Background: an optimization exercise with open tools, aiming at small area. Do not read the settings as production practice. For this run, only the layout was checked, not whether the RTL still works. Power and IR drop assume default switching activity.

File: flow/config.mk
export PLATFORM = sky130hd
export DESIGN_NAME = rgb_to_ycbcr_444
export DESIGN_NICKNAME = rgb_to_ycbcr_444
export VERILOG_FILES = /design/flow/design.v
export SDC_FILE = /design/flow/constraint.sdc
export NUM_CORES = 4
export LEC_CHECK = 0
export CAP_MARGIN = 20
export CORE_MARGIN = 2
export CORE_UTILIZATION = 60
export CTS_BUF_LIST = sky130_fd_sc_hd__clkbuf_4 sky130_fd_sc_hd__clkbuf_8
export GPL_TIMING_DRIVEN = 0
export SLEW_MARGIN = 20
export SYNTH_HIERARCHICAL = 1
export SYNTH_MINIMUM_KEEP_SIZE = 0
File: flow/constraint.sdc
create_clock -name core_clock -period 6.0 [get_ports {in_clock}]
set_input_delay 1.2000 -clock core_clock [delete_from_list [all_inputs] [get_ports {in_clock}]]
set_output_delay 1.2000 -clock core_clock [all_outputs]
set_load 0.01 [all_outputs]
File: flow/design.v
module rgb_to_ycbcr_444(
  input wire in_reset,
  input wire in_clock,
  input wire [7:0] in_r,
  input wire [7:0] in_g,
  input wire [7:0] in_b,
  output reg [7:0] out_y,
  output reg [7:0] out_cb,
  output reg [7:0] out_cr
  );
  wire n0 = in_g[0] & in_b[0];
  wire n1, n2;
  ha_cell u_n1 (.a(in_r[0]), .b(in_g[1]), .s(n1), .co(n2));
  wire n3 = (in_b[1] & n0) | (in_b[1] & n1) | (n0 & n1);
  wire n4, n5;
  fa_cell u_n4 (.a(in_r[1]), .b(in_g[2]), .c(in_b[2]), .s(n4), .co(n5));
  wire n6 = (n2 & n4) | (n2 & n3) | (n4 & n3);
  wire n7, n8;
  ha_cell u_n7 (.a(in_r[2]), .b(in_g[3]), .s(n7), .co(n8));
  wire n9, n10;
  fa_cell u_n9 (.a(in_b[3]), .b(in_b[0]), .c(n7), .s(n9), .co(n10));
  wire n11 = (n5 & n9) | (n5 & n6) | (n9 & n6);
  wire n12, n13;
  ha_cell u_n12 (.a(in_r[3]), .b(in_g[4]), .s(n12), .co(n13));
  wire n14, n15;
  fa_cell u_n14 (.a(in_b[4]), .b(in_b[1]), .c(in_b[0]), .s(n14), .co(n15));
  wire n16, n17;
  fa_cell u_n16 (.a(n8), .b(n12), .c(n14), .s(n16), .co(n17));
  wire n18 = (n10 & n16) | (n10 & n11) | (n16 & n11);
  wire n19, n20;
  fa_cell u_n19 (.a(in_r[4]), .b(in_g[5]), .c(in_b[5]), .s(n19), .co(n20));
  wire n21, n22;
  fa_cell u_n21 (.a(in_b[2]), .b(in_b[1]), .c(n13), .s(n21), .co(n22));
  wire n23, n24;
  fa_cell u_n23 (.a(n15), .b(n19), .c(n21), .s(n23), .co(n24));
  wire n25 = (n17 & n23) | (n17 & n18) | (n23 & n18);
  wire n26, n27;
  ha_cell u_n26 (.a(in_r[5]), .b(in_r[0]), .s(n26), .co(n27));
  wire n28, n29;
  fa_cell u_n28 (.a(in_g[6]), .b(in_b[6]), .c(in_b[3]), .s(n28), .co(n29));
  wire n30, n31;
  fa_cell u_n30 (.a(in_b[2]), .b(n26), .c(n20), .s(n30), .co(n31));
  wire n32, n33;
  fa_cell u_n32 (.a(n28), .b(n22), .c(n30), .s(n32), .co(n33));
  wire n34 = (n24 & n32) | (n24 & n25) | (n32 & n25);
  wire n35, n36;
  ha_cell u_n35 (.a(in_r[6]), .b(in_r[1]), .s(n35), .co(n36));
  wire n37, n38;
  fa_cell u_n37 (.a(in_g[7]), .b(in_g[0]), .c(in_b[7]), .s(n37), .co(n38));
  wire n39, n40;
  fa_cell u_n39 (.a(in_b[4]), .b(in_b[3]), .c(n27), .s(n39), .co(n40));
  wire n41, n42;
  fa_cell u_n41 (.a(n35), .b(n29), .c(n37), .s(n41), .co(n42));
  wire n43, n44;
  fa_cell u_n43 (.a(n39), .b(n31), .c(n41), .s(n43), .co(n44));
  wire n45 = (n33 & n43) | (n33 & n34) | (n43 & n34);
  wire n46, n47;
  fa_cell u_n46 (.a(in_r[7]), .b(in_r[2]), .c(in_g[1]), .s(n46), .co(n47));
  wire n48, n49;
  fa_cell u_n48 (.a(in_b[5]), .b(in_b[4]), .c(n36), .s(n48), .co(n49));
  wire n50, n51;
  fa_cell u_n50 (.a(n38), .b(n46), .c(n40), .s(n50), .co(n51));
  wire n52, n53;
  fa_cell u_n52 (.a(n48), .b(n42), .c(n50), .s(n52), .co(n53));
  wire n54, n55;
  fa_cell u_n54 (.a(n44), .b(n52), .c(n45), .s(n54), .co(n55));
  wire n56, n57;
  fa_cell u_n56 (.a(in_r[3]), .b(in_g[2]), .c(in_b[6]), .s(n56), .co(n57));
  wire n58, n59;
  fa_cell u_n58 (.a(in_b[5]), .b(n47), .c(n56), .s(n58), .co(n59));
  wire n60, n61;
  fa_cell u_n60 (.a(n49), .b(n51), .c(n58), .s(n60), .co(n61));
  wire n62;
  xor_cell u_n62 (.a(n53), .b(n60), .y(n62));
  wire n63 = n53 | n60;
  wire n64, n65;
  ha_cell u_n64 (.a(in_r[4]), .b(in_g[3]), .s(n64), .co(n65));
  wire n66, n67;
  fa_cell u_n66 (.a(in_b[7]), .b(in_b[6]), .c(n64), .s(n66), .co(n67));
  wire n68, n69;
  fa_cell u_n68 (.a(n57), .b(n66), .c(n59), .s(n68), .co(n69));
  wire n70;
  xor_cell u_n70 (.a(n61), .b(n68), .y(n70));
  wire n71 = n61 | n68;
  wire n72, n73;
  fa_cell u_n72 (.a(in_r[5]), .b(in_g[4]), .c(in_b[7]), .s(n72), .co(n73));
  wire n74, n75;
  fa_cell u_n74 (.a(n65), .b(n72), .c(n67), .s(n74), .co(n75));
  wire n76;
  xor_cell u_n76 (.a(n74), .b(n69), .y(n76));
  wire n77 = n74 | n69;
  wire n78, n79;
  fa_cell u_n78 (.a(in_r[6]), .b(in_g[5]), .c(n73), .s(n78), .co(n79));
  wire n80, n81;
  fa_cell u_n80 (.a(n78), .b(n75), .c(n77), .s(n80), .co(n81));
  wire n82, n83;
  fa_cell u_n82 (.a(in_r[7]), .b(in_g[6]), .c(n79), .s(n82), .co(n83));
  wire n84 = n62 & ~n55;
  wire n85 = n62 | ~n55;
  wire n86;
  xor_cell u_n86 (.a(n62), .b(n55), .y(n86));
  wire n87 = n70 & ~n63;
  wire n88 = n70 | ~n63;
  wire n89;
  xor_cell u_n89 (.a(n70), .b(n63), .y(n89));
  wire n90 = n76 & ~n71;
  wire n91 = n76 | ~n71;
  wire n92;
  xor_cell u_n92 (.a(n76), .b(n71), .y(n92));
  wire n93 = ~n82 & ~n81;
  wire n94 = ~n82 | ~n81;
  wire n95;
  xor_cell u_n95 (.a(n82), .b(n81), .y(n95));
  wire n96 = ~in_g[7] & ~n83;
  wire n97 = ~in_g[7] | ~n83;
  wire n98;
  xor_cell u_n98 (.a(in_g[7]), .b(n83), .y(n98));
  wire n99 = n87 | (n88 & n84);
  wire n100 = n88 & n85;
  wire n101 = ~n80 | (1'b1 & n90);
  wire n102 = 1'b1 & n91;
  wire n103 = n96 | (n97 & n93);
  wire n104 = n97 & n94;
  wire n105 = n90 | (n91 & n99);
  wire n106 = n91 & n100;
  wire n107 = n101 | (n102 & n99);
  wire n108 = n102 & n100;
  wire n109 = 1'b0 | (1'b0 & n103);
  wire n110 = 1'b0 & n104;
  wire n111 = n93 | (n94 & n107);
  wire n112 = n94 & n108;
  wire n113 = n103 | (n104 & n107);
  wire n114 = n104 & n108;
  wire n115 = n109 | (n110 & n107);
  wire n116 = n110 & n108;
  wire n117 = n84;
  wire n118;
  xor_cell u_n118 (.a(n89), .b(n117), .y(n118));
  wire n119 = n99;
  wire n120;
  xor_cell u_n120 (.a(n92), .b(n119), .y(n120));
  wire n121 = n105;
  wire n122;
  xor_cell u_n122 (.a(n80), .b(n121), .y(n122));
  wire n123 = n107;
  wire n124;
  xor_cell u_n124 (.a(n95), .b(n123), .y(n124));
  wire n125 = n111;
  wire n126;
  xor_cell u_n126 (.a(n98), .b(n125), .y(n126));
  wire n127 = n113;
  wire n128 = in_b[0] & ~in_g[0];
  wire n129 = in_b[0] | ~in_g[0];
  wire n130;
  xor_cell u_n130 (.a(in_b[0]), .b(in_g[0]), .y(n130));
  wire n131 = in_b[1] & ~in_g[1];
  wire n132 = in_b[1] | ~in_g[1];
  wire n133;
  xor_cell u_n133 (.a(in_b[1]), .b(in_g[1]), .y(n133));
  wire n134 = in_b[2] & ~in_g[2];
  wire n135 = in_b[2] | ~in_g[2];
  wire n136;
  xor_cell u_n136 (.a(in_b[2]), .b(in_g[2]), .y(n136));
  wire n137 = in_b[3] & ~in_g[3];
  wire n138 = in_b[3] | ~in_g[3];
  wire n139;
  xor_cell u_n139 (.a(in_b[3]), .b(in_g[3]), .y(n139));
  wire n140 = in_b[4] & ~in_g[4];
  wire n141 = in_b[4] | ~in_g[4];
  wire n142;
  xor_cell u_n142 (.a(in_b[4]), .b(in_g[4]), .y(n142));
  wire n143 = in_b[5] & ~in_g[5];
  wire n144 = in_b[5] | ~in_g[5];
  wire n145;
  xor_cell u_n145 (.a(in_b[5]), .b(in_g[5]), .y(n145));
  wire n146 = in_b[6] & ~in_g[6];
  wire n147 = in_b[6] | ~in_g[6];
  wire n148;
  xor_cell u_n148 (.a(in_b[6]), .b(in_g[6]), .y(n148));
  wire n149 = in_b[7] & ~in_g[7];
  wire n150 = in_b[7] | ~in_g[7];
  wire n151;
  xor_cell u_n151 (.a(in_b[7]), .b(in_g[7]), .y(n151));
  wire n152 = n131 | (n132 & n129);
  wire n153 = n132 & n129;
  wire n154 = n137 | (n138 & n134);
  wire n155 = n138 & n135;
  wire n156 = n143 | (n144 & n140);
  wire n157 = n144 & n141;
  wire n158 = n149 | (n150 & n146);
  wire n159 = n150 & n147;
  wire n160 = n134 | (n135 & n152);
  wire n161 = n135 & n153;
  wire n162 = n154 | (n155 & n152);
  wire n163 = n155 & n153;
  wire n164 = n146 | (n147 & n156);
  wire n165 = n147 & n157;
  wire n166 = n158 | (n159 & n156);
  wire n167 = n159 & n157;
  wire n168 = n140 | (n141 & n162);
  wire n169 = n141 & n163;
  wire n170 = n156 | (n157 & n162);
  wire n171 = n157 & n163;
  wire n172 = n164 | (n165 & n162);
  wire n173 = n165 & n163;
  wire n174 = n166 | (n167 & n162);
  wire n175 = n167 & n163;
  wire n176 = n129;
  wire n177;
  xor_cell u_n177 (.a(n133), .b(n176), .y(n177));
  wire n178 = n152;
  wire n179;
  xor_cell u_n179 (.a(n136), .b(n178), .y(n179));
  wire n180 = n160;
  wire n181;
  xor_cell u_n181 (.a(n139), .b(n180), .y(n181));
  wire n182 = n162;
  wire n183;
  xor_cell u_n183 (.a(n142), .b(n182), .y(n183));
  wire n184 = n168;
  wire n185;
  xor_cell u_n185 (.a(n145), .b(n184), .y(n185));
  wire n186 = n170;
  wire n187;
  xor_cell u_n187 (.a(n148), .b(n186), .y(n187));
  wire n188 = n172;
  wire n189;
  xor_cell u_n189 (.a(n151), .b(n188), .y(n189));
  wire n190 = n174;
  wire n191 = in_r[0] & ~in_g[0];
  wire n192 = in_r[0] | ~in_g[0];
  wire n193;
  xor_cell u_n193 (.a(in_r[0]), .b(in_g[0]), .y(n193));
  wire n194 = in_r[1] & ~in_g[1];
  wire n195 = in_r[1] | ~in_g[1];
  wire n196;
  xor_cell u_n196 (.a(in_r[1]), .b(in_g[1]), .y(n196));
  wire n197 = in_r[2] & ~in_g[2];
  wire n198 = in_r[2] | ~in_g[2];
  wire n199;
  xor_cell u_n199 (.a(in_r[2]), .b(in_g[2]), .y(n199));
  wire n200 = in_r[3] & ~in_g[3];
  wire n201 = in_r[3] | ~in_g[3];
  wire n202;
  xor_cell u_n202 (.a(in_r[3]), .b(in_g[3]), .y(n202));
  wire n203 = in_r[4] & ~in_g[4];
  wire n204 = in_r[4] | ~in_g[4];
  wire n205;
  xor_cell u_n205 (.a(in_r[4]), .b(in_g[4]), .y(n205));
  wire n206 = in_r[5] & ~in_g[5];
  wire n207 = in_r[5] | ~in_g[5];
  wire n208;
  xor_cell u_n208 (.a(in_r[5]), .b(in_g[5]), .y(n208));
  wire n209 = in_r[6] & ~in_g[6];
  wire n210 = in_r[6] | ~in_g[6];
  wire n211;
  xor_cell u_n211 (.a(in_r[6]), .b(in_g[6]), .y(n211));
  wire n212 = in_r[7] & ~in_g[7];
  wire n213 = in_r[7] | ~in_g[7];
  wire n214;
  xor_cell u_n214 (.a(in_r[7]), .b(in_g[7]), .y(n214));
  wire n215 = n194 | (n195 & n192);
  wire n216 = n195 & n192;
  wire n217 = n200 | (n201 & n197);
  wire n218 = n201 & n198;
  wire n219 = n206 | (n207 & n203);
  wire n220 = n207 & n204;
  wire n221 = n212 | (n213 & n209);
  wire n222 = n213 & n210;
  wire n223 = n197 | (n198 & n215);
  wire n224 = n198 & n216;
  wire n225 = n217 | (n218 & n215);
  wire n226 = n218 & n216;
  wire n227 = n209 | (n210 & n219);
  wire n228 = n210 & n220;
  wire n229 = n221 | (n222 & n219);
  wire n230 = n222 & n220;
  wire n231 = n203 | (n204 & n225);
  wire n232 = n204 & n226;
  wire n233 = n219 | (n220 & n225);
  wire n234 = n220 & n226;
  wire n235 = n227 | (n228 & n225);
  wire n236 = n228 & n226;
  wire n237 = n229 | (n230 & n225);
  wire n238 = n230 & n226;
  wire n239 = n192;
  wire n240;
  xor_cell u_n240 (.a(n196), .b(n239), .y(n240));
  wire n241 = n215;
  wire n242;
  xor_cell u_n242 (.a(n199), .b(n241), .y(n242));
  wire n243 = n223;
  wire n244;
  xor_cell u_n244 (.a(n202), .b(n243), .y(n244));
  wire n245 = n225;
  wire n246;
  xor_cell u_n246 (.a(n205), .b(n245), .y(n246));
  wire n247 = n231;
  wire n248;
  xor_cell u_n248 (.a(n208), .b(n247), .y(n248));
  wire n249 = n233;
  wire n250;
  xor_cell u_n250 (.a(n211), .b(n249), .y(n250));
  wire n251 = n235;
  wire n252;
  xor_cell u_n252 (.a(n214), .b(n251), .y(n252));
  wire n253 = n237;
  wire n254 = n193 & n242;
  wire n255, n256;
  fa_cell u_n255 (.a(n130), .b(n254), .c(n244), .s(n255), .co(n256));
  wire n257, n258;
  fa_cell u_n257 (.a(~n193), .b(n177), .c(n242), .s(n257), .co(n258));
  wire n259, n260;
  fa_cell u_n259 (.a(n246), .b(~n257), .c(n256), .s(n259), .co(n260));
  wire n261, n262;
  fa_cell u_n261 (.a(n240), .b(n179), .c(n244), .s(n261), .co(n262));
  wire n263, n264;
  fa_cell u_n263 (.a(n258), .b(~n248), .c(n261), .s(n263), .co(n264));
  wire n265, n266;
  fa_cell u_n265 (.a(n130), .b(n242), .c(n181), .s(n265), .co(n266));
  wire n267, n268;
  fa_cell u_n267 (.a(n246), .b(n262), .c(n265), .s(n267), .co(n268));
  wire n269, n270;
  fa_cell u_n269 (.a(~n250), .b(n264), .c(n267), .s(n269), .co(n270));
  wire n271, n272;
  fa_cell u_n271 (.a(n183), .b(n244), .c(n248), .s(n271), .co(n272));
  wire n273, n274;
  fa_cell u_n273 (.a(n177), .b(n252), .c(~n266), .s(n273), .co(n274));
  wire n275, n276;
  fa_cell u_n275 (.a(n271), .b(n268), .c(~n273), .s(n275), .co(n276));
  wire n277;
  xor_cell u_n277 (.a(n179), .b(n253), .y(n277));
  wire n278 = ~n179 & n253;
  wire n279, n280;
  fa_cell u_n279 (.a(n246), .b(n185), .c(n250), .s(n279), .co(n280));
  wire n281, n282;
  fa_cell u_n281 (.a(~n277), .b(n272), .c(n279), .s(n281), .co(n282));
  wire n283, n284;
  fa_cell u_n283 (.a(~n274), .b(n281), .c(n276), .s(n283), .co(n284));
  wire n285;
  xor_cell u_n285 (.a(n181), .b(n278), .y(n285));
  wire n286 = ~n181 & n278;
  wire n287, n288;
  fa_cell u_n287 (.a(n187), .b(n252), .c(n248), .s(n287), .co(n288));
  wire n289, n290;
  fa_cell u_n289 (.a(~n285), .b(n280), .c(n287), .s(n289), .co(n290));
  wire n291;
  xor_cell u_n291 (.a(n282), .b(n289), .y(n291));
  wire n292 = n282 | n289;
  wire n293, n294;
  fa_cell u_n293 (.a(n189), .b(n250), .c(n286), .s(n293), .co(n294));
  wire n295, n296;
  fa_cell u_n295 (.a(n183), .b(n253), .c(~n288), .s(n295), .co(n296));
  wire n297, n298;
  fa_cell u_n297 (.a(n293), .b(n290), .c(~n295), .s(n297), .co(n298));
  wire n299, n300;
  fa_cell u_n299 (.a(n190), .b(n185), .c(~n252), .s(n299), .co(n300));
  wire n301, n302;
  fa_cell u_n301 (.a(n299), .b(~n294), .c(n296), .s(n301), .co(n302));
  wire n303, n304;
  fa_cell u_n303 (.a(n253), .b(n187), .c(n300), .s(n303), .co(n304));
  wire n305;
  xor_cell u_n305 (.a(n189), .b(n304), .y(n305));
  wire n306 = n189 | n304;
  wire n307;
  xor_cell u_n307 (.a(n190), .b(n306), .y(n307));
  wire n308 = ~n240 & n255;
  wire n309 = ~n240 | n255;
  wire n310 = n260 & ~n263;
  wire n311 = n260 | ~n263;
  wire n312 = ~n270 & ~n275;
  wire n313 = ~n270 | ~n275;
  wire n314;
  xor_cell u_n314 (.a(n270), .b(n275), .y(n314));
  wire n315 = n291 & ~n284;
  wire n316 = n291 | ~n284;
  wire n317;
  xor_cell u_n317 (.a(n291), .b(n284), .y(n317));
  wire n318 = ~n292 & ~n297;
  wire n319 = ~n292 | ~n297;
  wire n320;
  xor_cell u_n320 (.a(n292), .b(n297), .y(n320));
  wire n321 = ~n298 & n301;
  wire n322 = ~n298 | n301;
  wire n323;
  xor_cell u_n323 (.a(n298), .b(n301), .y(n323));
  wire n324 = n303 & n302;
  wire n325 = n303 | n302;
  wire n326;
  xor_cell u_n326 (.a(n303), .b(n302), .y(n326));
  wire n327 = 1'b0 | (n259 & n308);
  wire n328 = n259 & n309;
  wire n329 = ~n269 | (1'b1 & n310);
  wire n330 = 1'b1 & n311;
  wire n331 = 1'b0 | (~n283 & n312);
  wire n332 = ~n283 & n313;
  wire n333 = n318 | (n319 & n315);
  wire n334 = n319 & n316;
  wire n335 = n324 | (n325 & n321);
  wire n336 = n325 & n322;
  wire n337 = 1'b0 | (n307 & 1'b0);
  wire n338 = n307 & ~n305;
  wire n339 = n310 | (n311 & n327);
  wire n340 = n311 & n328;
  wire n341 = n329 | (n330 & n327);
  wire n342 = n330 & n328;
  wire n343 = n315 | (n316 & n331);
  wire n344 = n316 & n332;
  wire n345 = n333 | (n334 & n331);
  wire n346 = n334 & n332;
  wire n347 = 1'b0 | (~n305 & n335);
  wire n348 = ~n305 & n336;
  wire n349 = n337 | (n338 & n335);
  wire n350 = n338 & n336;
  wire n351 = n312 | (n313 & n341);
  wire n352 = n313 & n342;
  wire n353 = n331 | (n332 & n341);
  wire n354 = n332 & n342;
  wire n355 = n343 | (n344 & n341);
  wire n356 = n344 & n342;
  wire n357 = n345 | (n346 & n341);
  wire n358 = n346 & n342;
  wire n359 = n321 | (n322 & n357);
  wire n360 = n322 & n358;
  wire n361 = n335 | (n336 & n357);
  wire n362 = n336 & n358;
  wire n363 = n347 | (n348 & n357);
  wire n364 = n348 & n358;
  wire n365 = n349 | (n350 & n357);
  wire n366 = n350 & n358;
  wire n367 = n341;
  wire n368;
  xor_cell u_n368 (.a(n314), .b(n367), .y(n368));
  wire n369 = n351;
  wire n370;
  xor_cell u_n370 (.a(n283), .b(n369), .y(n370));
  wire n371 = n353;
  wire n372;
  xor_cell u_n372 (.a(n317), .b(n371), .y(n372));
  wire n373 = n355;
  wire n374;
  xor_cell u_n374 (.a(n320), .b(n373), .y(n374));
  wire n375 = n357;
  wire n376;
  xor_cell u_n376 (.a(n323), .b(n375), .y(n376));
  wire n377 = n359;
  wire n378;
  xor_cell u_n378 (.a(n326), .b(n377), .y(n378));
  wire n379 = n361;
  wire n380;
  xor_cell u_n380 (.a(n305), .b(n379), .y(n380));
  wire n381 = n363;
  wire n382;
  xor_cell u_n382 (.a(n307), .b(n381), .y(n382));
  wire n383 = ~n130 & n177;
  wire n384 = n383 & n179;
  wire n385, n386;
  fa_cell u_n385 (.a(n193), .b(n130), .c(~n384), .s(n385), .co(n386));
  wire n387;
  xor_cell u_n387 (.a(n240), .b(n177), .y(n387));
  wire n388 = n240 | n177;
  wire n389;
  xor_cell u_n389 (.a(n387), .b(n183), .y(n389));
  wire n390 = ~n387 & n183;
  wire n391, n392;
  fa_cell u_n391 (.a(n388), .b(n242), .c(n179), .s(n391), .co(n392));
  wire n393, n394;
  fa_cell u_n393 (.a(n390), .b(n185), .c(n391), .s(n393), .co(n394));
  wire n395, n396;
  fa_cell u_n395 (.a(n193), .b(n244), .c(n181), .s(n395), .co(n396));
  wire n397, n398;
  fa_cell u_n397 (.a(n392), .b(n187), .c(n395), .s(n397), .co(n398));
  wire n399, n400;
  fa_cell u_n399 (.a(n246), .b(n183), .c(n189), .s(n399), .co(n400));
  wire n401, n402;
  fa_cell u_n401 (.a(n396), .b(n399), .c(n398), .s(n401), .co(n402));
  wire n403, n404;
  ha_cell u_n403 (.a(n242), .b(n190), .s(n403), .co(n404));
  wire n405, n406;
  fa_cell u_n405 (.a(n248), .b(n185), .c(~n403), .s(n405), .co(n406));
  wire n407, n408;
  ha_cell u_n407 (.a(n400), .b(n405), .s(n407), .co(n408));
  wire n409, n410;
  ha_cell u_n409 (.a(n244), .b(n404), .s(n409), .co(n410));
  wire n411, n412;
  fa_cell u_n411 (.a(n250), .b(n187), .c(n406), .s(n411), .co(n412));
  wire n413;
  xor_cell u_n413 (.a(n409), .b(n408), .y(n413));
  wire n414 = ~n409 & n408;
  wire n415, n416;
  ha_cell u_n415 (.a(n246), .b(n410), .s(n415), .co(n416));
  wire n417, n418;
  fa_cell u_n417 (.a(n252), .b(n189), .c(~n415), .s(n417), .co(n418));
  wire n419, n420;
  fa_cell u_n419 (.a(n412), .b(n417), .c(n414), .s(n419), .co(n420));
  wire n421, n422;
  ha_cell u_n421 (.a(n253), .b(n190), .s(n421), .co(n422));
  wire n423, n424;
  fa_cell u_n423 (.a(n248), .b(n421), .c(n416), .s(n423), .co(n424));
  wire n425;
  xor_cell u_n425 (.a(n418), .b(n423), .y(n425));
  wire n426 = n418 & ~n423;
  wire n427, n428;
  fa_cell u_n427 (.a(n422), .b(n250), .c(n424), .s(n427), .co(n428));
  wire n429, n430;
  ha_cell u_n429 (.a(n252), .b(n428), .s(n429), .co(n430));
  wire n431;
  xor_cell u_n431 (.a(n253), .b(n430), .y(n431));
  wire n432 = n181 & ~n385;
  wire n433 = n181 | ~n385;
  wire n434 = ~n389 & ~n386;
  wire n435 = ~n389 | ~n386;
  wire n436 = n394 & n397;
  wire n437 = n394 | n397;
  wire n438 = ~n240 & n401;
  wire n439 = ~n240 | n401;
  wire n440;
  xor_cell u_n440 (.a(n240), .b(n401), .y(n440));
  wire n441 = n407 & n402;
  wire n442 = n407 | n402;
  wire n443;
  xor_cell u_n443 (.a(n407), .b(n402), .y(n443));
  wire n444 = n411 & ~n413;
  wire n445 = n411 | ~n413;
  wire n446;
  xor_cell u_n446 (.a(n411), .b(n413), .y(n446));
  wire n447 = ~n425 & n420;
  wire n448 = ~n425 | n420;
  wire n449;
  xor_cell u_n449 (.a(n425), .b(n420), .y(n449));
  wire n450 = n426 & ~n427;
  wire n451 = n426 | ~n427;
  wire n452;
  xor_cell u_n452 (.a(n426), .b(n427), .y(n452));
  wire n453 = n434 | (n435 & n432);
  wire n454 = n435 & n433;
  wire n455 = n436 | (n437 & 1'b0);
  wire n456 = n437 & n393;
  wire n457 = n441 | (n442 & n438);
  wire n458 = n442 & n439;
  wire n459 = 1'b0 | (n419 & n444);
  wire n460 = n419 & n445;
  wire n461 = n450 | (n451 & n447);
  wire n462 = n451 & n448;
  wire n463 = 1'b0 | (n431 & 1'b0);
  wire n464 = n431 & ~n429;
  wire n465 = 1'b0 | (n393 & n453);
  wire n466 = n393 & n454;
  wire n467 = n455 | (n456 & n453);
  wire n468 = n456 & n454;
  wire n469 = n444 | (n445 & n457);
  wire n470 = n445 & n458;
  wire n471 = n459 | (n460 & n457);
  wire n472 = n460 & n458;
  wire n473 = 1'b0 | (~n429 & n461);
  wire n474 = ~n429 & n462;
  wire n475 = n463 | (n464 & n461);
  wire n476 = n464 & n462;
  wire n477 = n438 | (n439 & n467);
  wire n478 = n439 & n468;
  wire n479 = n457 | (n458 & n467);
  wire n480 = n458 & n468;
  wire n481 = n469 | (n470 & n467);
  wire n482 = n470 & n468;
  wire n483 = n471 | (n472 & n467);
  wire n484 = n472 & n468;
  wire n485 = n447 | (n448 & n483);
  wire n486 = n448 & n484;
  wire n487 = n461 | (n462 & n483);
  wire n488 = n462 & n484;
  wire n489 = n473 | (n474 & n483);
  wire n490 = n474 & n484;
  wire n491 = n475 | (n476 & n483);
  wire n492 = n476 & n484;
  wire n493 = n467;
  wire n494;
  xor_cell u_n494 (.a(n440), .b(n493), .y(n494));
  wire n495 = n477;
  wire n496;
  xor_cell u_n496 (.a(n443), .b(n495), .y(n496));
  wire n497 = n479;
  wire n498;
  xor_cell u_n498 (.a(n446), .b(n497), .y(n498));
  wire n499 = n481;
  wire n500;
  xor_cell u_n500 (.a(n419), .b(n499), .y(n500));
  wire n501 = n483;
  wire n502;
  xor_cell u_n502 (.a(n449), .b(n501), .y(n502));
  wire n503 = n485;
  wire n504;
  xor_cell u_n504 (.a(n452), .b(n503), .y(n504));
  wire n505 = n487;
  wire n506;
  xor_cell u_n506 (.a(n429), .b(n505), .y(n506));
  wire n507 = n489;
  wire n508;
  xor_cell u_n508 (.a(n431), .b(n507), .y(n508));
  wire [7:0] y_d = {~(n127), ~(n126), ~(n124), ~(n122), ~(~n120), ~(~n118), ~(~n86), ~(~n54)};
  wire [7:0] cb_d = {~(n382), ~(~n380), ~(n378), ~(~n376), ~(n374), ~(~n372), ~(~n370), ~(n368)};
  wire [7:0] cr_d = {n508, ~n506, ~n504, ~n502, n500, ~n498, n496, ~n494};
  always @(posedge in_clock) begin
    if (in_reset) begin
      out_y <= 8'd0;
      out_cb <= 8'd0;
      out_cr <= 8'd0;
    end else begin
      out_y <= y_d;
      out_cb <= cb_d;
      out_cr <= cr_d;
    end
  end
endmodule
module fa_cell(input wire a, input wire b, input wire c, output wire s, output wire co);
  assign s = a ^ b ^ c;
  assign co = (a & b) | (a & c) | (b & c);
endmodule
module ha_cell(input wire a, input wire b, output wire s, output wire co);
  assign s = a ^ b;
  assign co = a & b;
endmodule
module xor_cell(input wire a, input wire b, output wire y);
  assign y = a ^ b;
endmodule
File: flow/flow/run.sh
#!/bin/bash
export BUFFER_PORTS_ARGS="-buffer_cell sky130_fd_sc_hd__buf_1"
bash standard.sh > standard.log 2>&1
File: flow/standard.sh
#!/bin/bash
# synth_recipe.tcl (not shown) runs the flow's synth.tcl, then flattens the netlist and writes it again
# the make line also repeats each setting of config.mk as NAME=value (left out here)
make -C /OpenROAD-flow-scripts/flow DESIGN_CONFIG=/design/flow/config.mk WORK_HOME=/design/flow/orfs CLKGATE_MAP_FILE= SYNTH_SCRIPT=/design/flow/synth_recipe.tcl "${@:-finish}"
==> reports/metrics.csv <==
stage,metric,value,unit
run_status,outcome,timing/DRC/antenna clean,
clocking,CTS Sinks,24,
hold_path,hold path depth,2,
sta,Hold WS,1210,ps
synthesis,Yosys warnings,7,
synthesis,most common flop cell mapped by yosys,dfxtp_1,
power,Worst VDD drop,0.000496,V
routing,number of routed nets with antenna violations,0,
synthesis,commonest cells in the netlist,"xor2_1 (79), fa_1 (64), inv_1 (46)",
synthesis,cell count after synthesis,368,
routing,drt drc,0,
die,full die area,6790,um2
critical_path,crit path DAT,5920,ps
final_layout,Inserted Diodes,0,
power,Leak,0.00182,uW
routing,via count,2589,
placed_design,PortBufs,49,
global_routing,largest net degree at the start of global routing,13,
synthesis,"count leader, synth",xor2_1,
synthesis,asr flop ratio synth,0,%
critical_path,Critical Path Sink,out_cb[7]$_SDFF_PP0_,
synthesis,synth top area cells,"fa_1 (35%), xor2_1 (19%), dfxtp_1 (13%)",
synthesis,"EDFF count, synth",0,
sta,Max Clock Freq,0.173,GHz
synthesis,top cell type by total area after synthesis,fa_1,
routing,DR vias/cell,5.18,
sta,min Tclk post-route,5770,ps
die,Top Ports,50,
die,Die Ht,82.4,um
routing,overall routed net length,7320,um
clocking,Longest Clk Path Bufs,2,
sta,setup TNS,0,ps
die,initial core utilization,62.3,%
clocking,H-tree Lvls,1,
global_routing,total gr overflow,0,
power,Overall Power,2220,uW
global_routing,vias in the first global route,2719,
placed_design,gpl congestion,0.849,
flow_run,max_cap viols,0,
clocking,CTS root buf,clkbuf_8,
hold_path,hold crit path type,in -> reg,
critical_path,startpoint type of the worst setup path,input port,
synthesis,Netlist Area Pre-Place,3690,um2
routing,Wirelength per Cell,14.6,um
synthesis,Yosys top cell area share,34.7,%
critical_path,CP Capture Type,flop,
synthesis,post-synth net total,470,
sta,worst slew pin tran,748,ps
die,row cnt,28,
power,pwr dens,530,nW/um2
clocking,TritonCTS Buffers,3,
global_routing,gr usage total,24.8,%
final_layout,synth-to-layout area growth,13.5,%
critical_path,Critical Path Source,in_r[0],
synthesis,"Seq/Total Area, Yosys",13.0,%
sta,"Setup violations, final",0,
clocking,clock transition at the registers of the reported paths,80,ps
sta,final hold vios,0,
synthesis,number of synthesized register bits,24,
global_routing,global-route wire length before repair,12600,um
routing,DRT Pass-1 Iters,4,
placed_design,detailed placer's ending HPWL,6090,um
synthesis,Synth Area per Inst,10.0,um2
synthesis,Cell variety after synth,38,
die,Die W,82.4,um
sta,final worst-path cycle share,96.2,%
global_routing,initial antenna violation count,0,
sta,Rel. slew slack,50.0,%
sta,Final Max Tran Viols,0,
critical_path,Critical Path RT,6140,ps
routing,DRT iter0 DRCs,91,
clocking,CTS tree,yes,
final_layout,layout cells sized above 1,11.1,%
die,Core ar.,5920,um2
final_layout,fin nets,529,
final_layout,FILL cells,487,
critical_path,CP max FO,5,
critical_path,WS Path Type,in -> reg,
final_layout,Final Util,70.7,%
sta,RSZ-0062 raised after global routing,no,
==> final cells by class <==
type                    count  area (um2)  share of cell area (%)
flip-flops and latches     24         480                    11.5
well taps                  75        93.8                    2.24
plain buffers               2        7.51                   0.179
multi-input cells         296        3160                    75.5
repair buffers             54         229                    5.47
clock buffers               3        41.3                   0.987
inverters                  46         173                    4.13
==> modules after synthesis, one instance, submodules excluded <==
module / cells / flops+latches / area (um2)
fa_cell: 1 / 0 / 20.0
xor_cell: 1 / 0 / 8.76
ha_cell: 1 / 0 / 12.5
rgb_to_ycbcr_444: 213 / 24 / 1560
==> worst min path at each step <==
stage / start / endpoint / slack (ps)
2_1_floorplan: in_reset / out_cb[4]$_SDFF_PP0_ / 1270
3_3_place_gp: in_reset / out_cb[4]$_SDFF_PP0_ / 1490
3_5_place_dp: in_reset / out_cb[4]$_SDFF_PP0_ / 1490
4_1_cts: in_reset / out_cb[4]$_SDFF_PP0_ / 1210
5_1_grt: in_reset / out_cb[4]$_SDFF_PP0_ / 1230
6_report: in_reset / out_cb[4]$_SDFF_PP0_ / 1210
==> registers in the layout (all words and copies together) (netlist names) <==
| register | flops |
|---|---|
| out_y | 8 |
| out_cb | 8 |
| out_cr | 8 |
==> logic make-up (layout without fill, tap and decap cells) <==
family                   after synthesis  after routing  synth area share, %
flip-flops                            24             24                 13.0
AO/OA/AOI/OAI                         36             36                 7.23
XOR/XNOR                              79             79                 18.8
AND/OR/NAND/NOR                       87             87                 12.2
adder cells (fa/ha/maj)               94             94                 43.8
buffers and inverters                 48            105                 4.89
==> per-stage QoR <==
| step | instance area [um2] | worst slack, ps | cells |
|---|---|---|---|
| after global routing | 4180 | 12.8 | 500 |
| after CTS | 4090 | 1.13 | 498 |
| after detailed placement | 3970 | -776 | 492 |
| final | 4180 | 229 | 500 |
| after floorplan | 3690 | 56.0 | 368 |
| after global placement | 3970 | -727 | 492 |
==> metal layers <==
layer / up-vias / routed length, um / track usage [%]
met1: 1279 / 3220 / 31.9
met2: 36 / 3910 / 46.5
met4: 0 / 19 / 2.17
met3: 2 / 170 / 2.83
li1: 1272 / - / -
met5: - / 0 / 0
==> critical path, cell delays in order <==
cell and delay (ps):
buf_1 230, nand2b_4 200, maj3_2 220, a21oi_2 70, maj3_2 360, a21oi_4 260, maj3_2 300, xor2_4 280
fa_1 480, fa_1 400, fa_1 510, or3_1 370, a31oi_4 220, maj3_2 250, maj3_2 210, nor2b_4 140
xor2_1 160, nor2_1 60
==> power breakdown <==
part           internal, uW  switching (uW)  total [uW]
clock network          44.9            50.9        95.8
registers               241            13.8         255
logic                   876             992        1870
total                  1160            1060        2220
==> repair_timing <==
action                     CTS  global route
setup endpoints to repair    3             6
hold buffers                 0             0
buffers inserted             3             2
resized for setup           11            20
pin swaps                    1             4
==> layout by cell type (no fill, tap or decap), types with 3 or more instances in the layout <==
cell / instances
xor2_1: 71
fa_1: 64
inv_1: 46
buf_1: 43
nor2_1: 25
dfxtp_1: 24
nor2b_1: 20
nand2_1: 17
ha_1: 12
maj3_1: 11
maj3_2: 7
nand2b_1: 6
a21oi_1: 6
xor2_2: 6
o21ai_0: 5
or2_2: 5
buf_4: 5
clkbuf_2: 4
and2_1: 3
or3_1: 3
clkbuf_8: 3

==> port drivers added, routing unchanged <==
How much do the figures lean on ideal ports? The routed layout below was timed once more, with nothing changed but the port constraints.
Step 1 (the two cells are an assumption about what drives the block):
set clk [get_ports {in_clock}]
set_driving_cell -lib_cell sky130_fd_sc_hd__clkbuf_16 $clk
set_driving_cell -lib_cell sky130_fd_sc_hd__buf_2 [delete_from_list [all_inputs] $clk]
Step 2, shift: input delay + t, output delay - t, t = (earliest + latest rising clock arrival at the registers) / 2. This alone moves slack from input paths to output paths.
a / b / c = no drivers / after step 1 / after step 2; a / b = the first two.
t, ns: 0.292
setup slack, ns: 0.229 / 0.236 / -0.056
latest minus earliest clock arrival (ns): 0.003 / 0.002
Met with ideal ports but missed after step 2: setup timing in this run. For this run, drivers alone change the setup slack by +0.007 ns; drivers and shift together by -0.285 ns.
